From an optimization exercise on the open Yosys and OpenROAD flow, aimed at small area; shortcuts taken in it are not production practice. RTL that was checked went through simulation tests only; none was proved equivalent to the original. Power is estimated from default activity; no workload was simulated.

// dcpu16_cpu
module dcpu16_cpu ( 
   g_wre, g_stb, g_dto, g_adr, f_wre, f_stb, f_dto, f_adr,
   rst, g_dti, g_ack, f_dti, f_ack, clk
   );
Size in the first run: about 2400 cells after synthesis, roughly 100 I/O pins, roughly 0.023 mm^2 of cells after synthesis.
export LEC_CHECK = 0
export CAP_MARGIN = 20
export CORE_MARGIN = 2
export CORE_UTILIZATION = 40
export SLEW_MARGIN = 20
create_clock -name core_clock -period 10.0 [get_ports {clk}]
standard.sh (not shown) runs the stock make flow with config.mk's settings and CLKGATE_MAP_FILE= SYNTH_SCRIPT=/design/flow/synth_recipe.tcl, a recipe that flattens the netlist after the stock synthesis.
==> flow/flow/run.sh <==
#!/bin/bash
# Standard ORFS layout, with the port buffers made from the smallest buffer
# cell instead of the platform default. Each tool's output is logged by ORFS
# under orfs/logs; this script's own output goes to run_flow.log.
set -e
export BUFFER_PORTS_ARGS="-buffer_cell sky130_fd_sc_hd__buf_1"
bash standard.sh > run_flow.log 2>&1
The first run completed with no timing, DRC or antenna violations.
==> next run, changes <==
==> flow/run.sh (new file) <==
#!/bin/bash
# synth_recipe.tcl (not shown) runs the flow's synth.tcl, then flattens the netlist and writes it again
# the make line also repeats each setting of config.mk as NAME=value (left out here)
make -C /OpenROAD-flow-scripts/flow DESIGN_CONFIG=/design/flow/config.mk WORK_HOME=/design/flow/orfs CLKGATE_MAP_FILE= SYNTH_SCRIPT=/design/flow/synth_recipe.tcl finish
--- a/flow/config.mk
+++ b/flow/config.mk
@@ -9,3 +9,6 @@
 export CORE_MARGIN = 2
 export CORE_UTILIZATION = 40
+export CTS_BUF_LIST = sky130_fd_sc_hd__clkbuf_16
+export CTS_CLUSTER_DIAMETER = 100
+export CTS_CLUSTER_SIZE = 20
 export SLEW_MARGIN = 20
removed: flow/flow/run.sh
removed: flow/standard.sh
Result: The changed run finished with timing, DRC and antenna clean. Cell count decreases by 1.1%. Combinational power hardly moves. Routed wire length stays flat. Critical path depth increases by 1. Total power decreases by about 10%. Setup slack got worse by 0.39 ns. Via count barely changes. Cell area hardly moves. Area after synthesis does not change. Global-route usage decreases by 0.33 points. Register-to-register slack got worse by 0.30 ns.
Function was not checked in any run of this note: the RTL went through the layout flow alone.

Setup of job 972:
dcpu16_cpu, a different RTL version from the one above (not shown whole).
Size: about 2,300 cells after synthesis, roughly 320 flip-flops, ~100 I/O pins, ~0.023 mm² of cells after synthesis.
==> flow/design.v (excerpt) <==
module dcpu16_cpu ( 
   g_wre, g_stb, g_dto, g_adr, f_wre, f_stb, f_dto, f_adr,
   rst, g_dti, g_ack, f_dti, f_ack, clk
   );
clock: 10.0 ns
lec_check: 0
cap_margin: 0
core_margin: 2
core_utilization: 60
cts_buf_list: sky130_fd_sc_hd__clkbuf_16
cts_cluster_diameter: 100
cts_cluster_size: 20
slew_margin: 0
==> flow/flow/run.sh <==
#!/bin/bash
# Standard ORFS layout (the standard.sh) with two changes:
#  - port buffers use the smallest buffer cell instead of the platform default
#  - timing-driven global placement does not keep its virtual resizing
# Each tool's output is logged by ORFS under orfs/logs; this script's own
# output goes to run_flow.log.
set -e
export BUFFER_PORTS_ARGS="-buffer_cell sky130_fd_sc_hd__buf_1"
export GPL_KEEP_OVERFLOW=0
bash standard.sh > run_flow.log 2>&1
Job 972: all stages done; final checks FAILED (max-capacitance violations, max-slew violations).
Setup changes, job 972 to job 8120
# job 972
export LEC_CHECK = 0
export CAP_MARGIN = 0
export CORE_MARGIN = 2
export CORE_UTILIZATION = 60
export CTS_BUF_LIST = sky130_fd_sc_hd__clkbuf_16
export CTS_CLUSTER_DIAMETER = 100
export CTS_CLUSTER_SIZE = 20
export SLEW_MARGIN = 0
create_clock -name core_clock -period 10.0 [get_ports {clk}]
# job 8120
export LEC_CHECK = 0
export CAP_MARGIN = 0
export CORE_MARGIN = 2
export CORE_UTILIZATION = 70
export CTS_BUF_LIST = sky130_fd_sc_hd__clkbuf_16
export CTS_CLUSTER_DIAMETER = 100
export CTS_CLUSTER_SIZE = 20
export SLEW_MARGIN = 0
create_clock -name core_clock -period 10.0 [get_ports {clk}]
==> flow/flow/run.sh <==
#!/bin/bash
# Standard ORFS layout, with the port buffers made from the smallest buffer
# cell instead of the platform default. Each tool's output is logged by ORFS
# under orfs/logs; this script's own output goes to run_flow.log.
set -e
export BUFFER_PORTS_ARGS="-buffer_cell sky130_fd_sc_hd__buf_1"
bash standard.sh > run_flow.log 2>&1
## What came out
- Job 8120 | status: complete | timing, DRC, antenna: pass
- Job 8120 ends up with higher via density per instance than job 972 does.
- Re clock-buffer cell count: job 8120 is about 4.5% down on job 972.
- Reported for job 8120 and job 972, number of levels in the clock H-tree turned out identical to the last digit.
Input-level comparison between job 1295 and job 8120:
# job 8120
export LEC_CHECK = 0
export CAP_MARGIN = 0
export CORE_MARGIN = 2
export CORE_UTILIZATION = 70
export CTS_BUF_LIST = sky130_fd_sc_hd__clkbuf_16
export CTS_CLUSTER_DIAMETER = 100
export CTS_CLUSTER_SIZE = 20
export SLEW_MARGIN = 0
create_clock -name core_clock -period 10.0 [get_ports {clk}]
# job 1295
export LEC_CHECK = 0
export CAP_MARGIN = 20
export CORE_MARGIN = 2
export CORE_UTILIZATION = 40
export CTS_BUF_LIST = sky130_fd_sc_hd__clkbuf_16
export CTS_CLUSTER_DIAMETER = 100
export CTS_CLUSTER_SIZE = 20
export SLEW_MARGIN = 20
create_clock -name core_clock -period 10.0 [get_ports {clk}]
Findings:
Max part of the power in the clock network across job 8120 and job 1295: job 1295. Going from job 8120 to job 1295, total length of routed wires grew by about 6%, share of the cycle needed by the critical path after routing shrank by 2.0 points. The launching instance or port of the critical path comes out g_dti[0] in one run and g_dti[3] in the other, namely in job 8120 and job 1295 respectively. Of job 8120 and job 1295, the run reporting the lower combinational share of power was job 1295.
Input-level comparison between job 6667 and job 1295:
# job 1295
export LEC_CHECK = 0
export CAP_MARGIN = 20
export CORE_MARGIN = 2
export CORE_UTILIZATION = 40
export CTS_BUF_LIST = sky130_fd_sc_hd__clkbuf_16
export CTS_CLUSTER_DIAMETER = 100
export CTS_CLUSTER_SIZE = 20
export SLEW_MARGIN = 20
create_clock -name core_clock -period 10.0 [get_ports {clk}]
# job 6667
export LEC_CHECK = 0
export CAP_MARGIN = 20
export CORE_MARGIN = 2
export CORE_UTILIZATION = 60
export CTS_BUF_LIST = sky130_fd_sc_hd__clkbuf_16
export CTS_CLUSTER_DIAMETER = 100
export CTS_CLUSTER_SIZE = 20
export SLEW_MARGIN = 20
create_clock -name core_clock -period 10.0 [get_ports {clk}]
==> flow/flow/run.sh <==
#!/bin/bash
# Standard ORFS layout (the standard.sh) with two changes:
#  - port buffers use the smallest buffer cell instead of the platform default
#  - timing-driven global placement does not keep its virtual resizing
# Each tool's output is logged by ORFS under orfs/logs; this script's own
# output goes to run_flow.log.
set -e
export BUFFER_PORTS_ARGS="-buffer_cell sky130_fd_sc_hd__buf_1"
export GPL_KEEP_OVERFLOW=0
bash standard.sh > run_flow.log 2>&1
Results
Job 6667 vs. job 1295: mapped cell area roughly the same, post-route standard cell area excluding fillers fell 560 µm², remaining routing DRC violations comparable, area overhead of the layout relative to synthesis shows a reduction of 2.5 points, worst hold slack moved down. Going from job 1295 to job 6667, cell depth of the worst setup path shrank by more than 10%.
Here is what was changed in the inputs of job 6775 compared with job 6667.
# job 6667
export LEC_CHECK = 0
export CAP_MARGIN = 20
export CORE_MARGIN = 2
export CORE_UTILIZATION = 60
export CTS_BUF_LIST = sky130_fd_sc_hd__clkbuf_16
export CTS_CLUSTER_DIAMETER = 100
export CTS_CLUSTER_SIZE = 20
export SLEW_MARGIN = 20
create_clock -name core_clock -period 10.0 [get_ports {clk}]
# job 6775
export LEC_CHECK = 0
export CAP_MARGIN = 0
export CORE_MARGIN = 2
export CORE_UTILIZATION = 60
export CTS_BUF_LIST = sky130_fd_sc_hd__clkbuf_16
export CTS_CLUSTER_DIAMETER = 100
export CTS_CLUSTER_SIZE = 20
export SLEW_MARGIN = 0
create_clock -name core_clock -period 10.0 [get_ports {clk}]
==> flow/flow/run.sh <==
#!/bin/bash
# Standard ORFS layout, with the port buffers made from the smallest buffer
# cell instead of the platform default. Each tool's output is logged by ORFS
# under orfs/logs; this script's own output goes to run_flow.log.
set -e
export BUFFER_PORTS_ARGS="-buffer_cell sky130_fd_sc_hd__buf_1"
bash standard.sh > run_flow.log 2>&1
==> comparison <==
Re post-synthesis share of cell area spent on xor and xnor gates: no difference whatsoever between job 6775 and job 6667.
[job 6775] placed wire-length estimate after detailed placement rose 1.8 mm relative to job 6667
Compared with job 6667, in job 6775 number of placed cells counting well taps went up 84; critical path buffer and inverter count went up 7.
Between job 6775 and job 6667, it is job 6775 whose post-layout total power is lower, by about 0.6%.
Job 6775: final instance area 98 µm² above job 6667
In job 6775 the final period demand of the worst path turned out 0.18 ns lower than in job 6667.
Job 6667 tops out at a lower clock frequency than job 6775.
In the metrics for job 6775 and job 6667, the one carrying the lower power density of the placed cells is job 6775.
Cell area after technology mapping essentially unchanged between job 6775 and job 6667.

==> separate check: timing with driven ports <==
Ports are ideal in the flow. The routed layouts listed here were re-timed in OpenROAD.
Step 1 sets driving cells, clkbuf_16 on the clock port and buf_2 on the other inputs (assumed; they add their load-dependent delay and slew).
Step 2 times the ports against the registers' clock, not the clock port: input delays grow and output delays shrink by t, the midpoint of the rising clock arrivals with the driver on.
Three values: ideal, step 1, step 2; two values: the first two.
run | t, ns | slack for setup (ns) | hold slack, ns
the first run of note 1 | 0.621 | 1.086 / 1.111 / 0.490 | 0.446 / 0.446 / 0.446
the second run of note 1 | 0.618 | 0.698 / 0.730 / 0.112 | 0.448 / 0.448 / 0.448
job 972 | 0.611 | 0.280 / 0.310 / -0.302 | 0.449 / 0.449 / 0.449
job 8120 | 0.589 | 0.229 / 0.256 / -0.332 | 0.455 / 0.455 / 0.455
job 1295 | 0.625 | 0.434 / 0.468 / -0.157 | 0.456 / 0.456 / 0.456
job 6667 | 0.608 | 0.273 / 0.271 / -0.337 | 0.450 / 0.450 / 0.450
job 6775 | 0.607 | 0.451 / 0.477 / -0.130 | 0.454 / 0.454 / 0.454
The setup slack of job 6667, which loses most, moves by -0.002 ns with the drivers and by -0.610 ns with both steps.
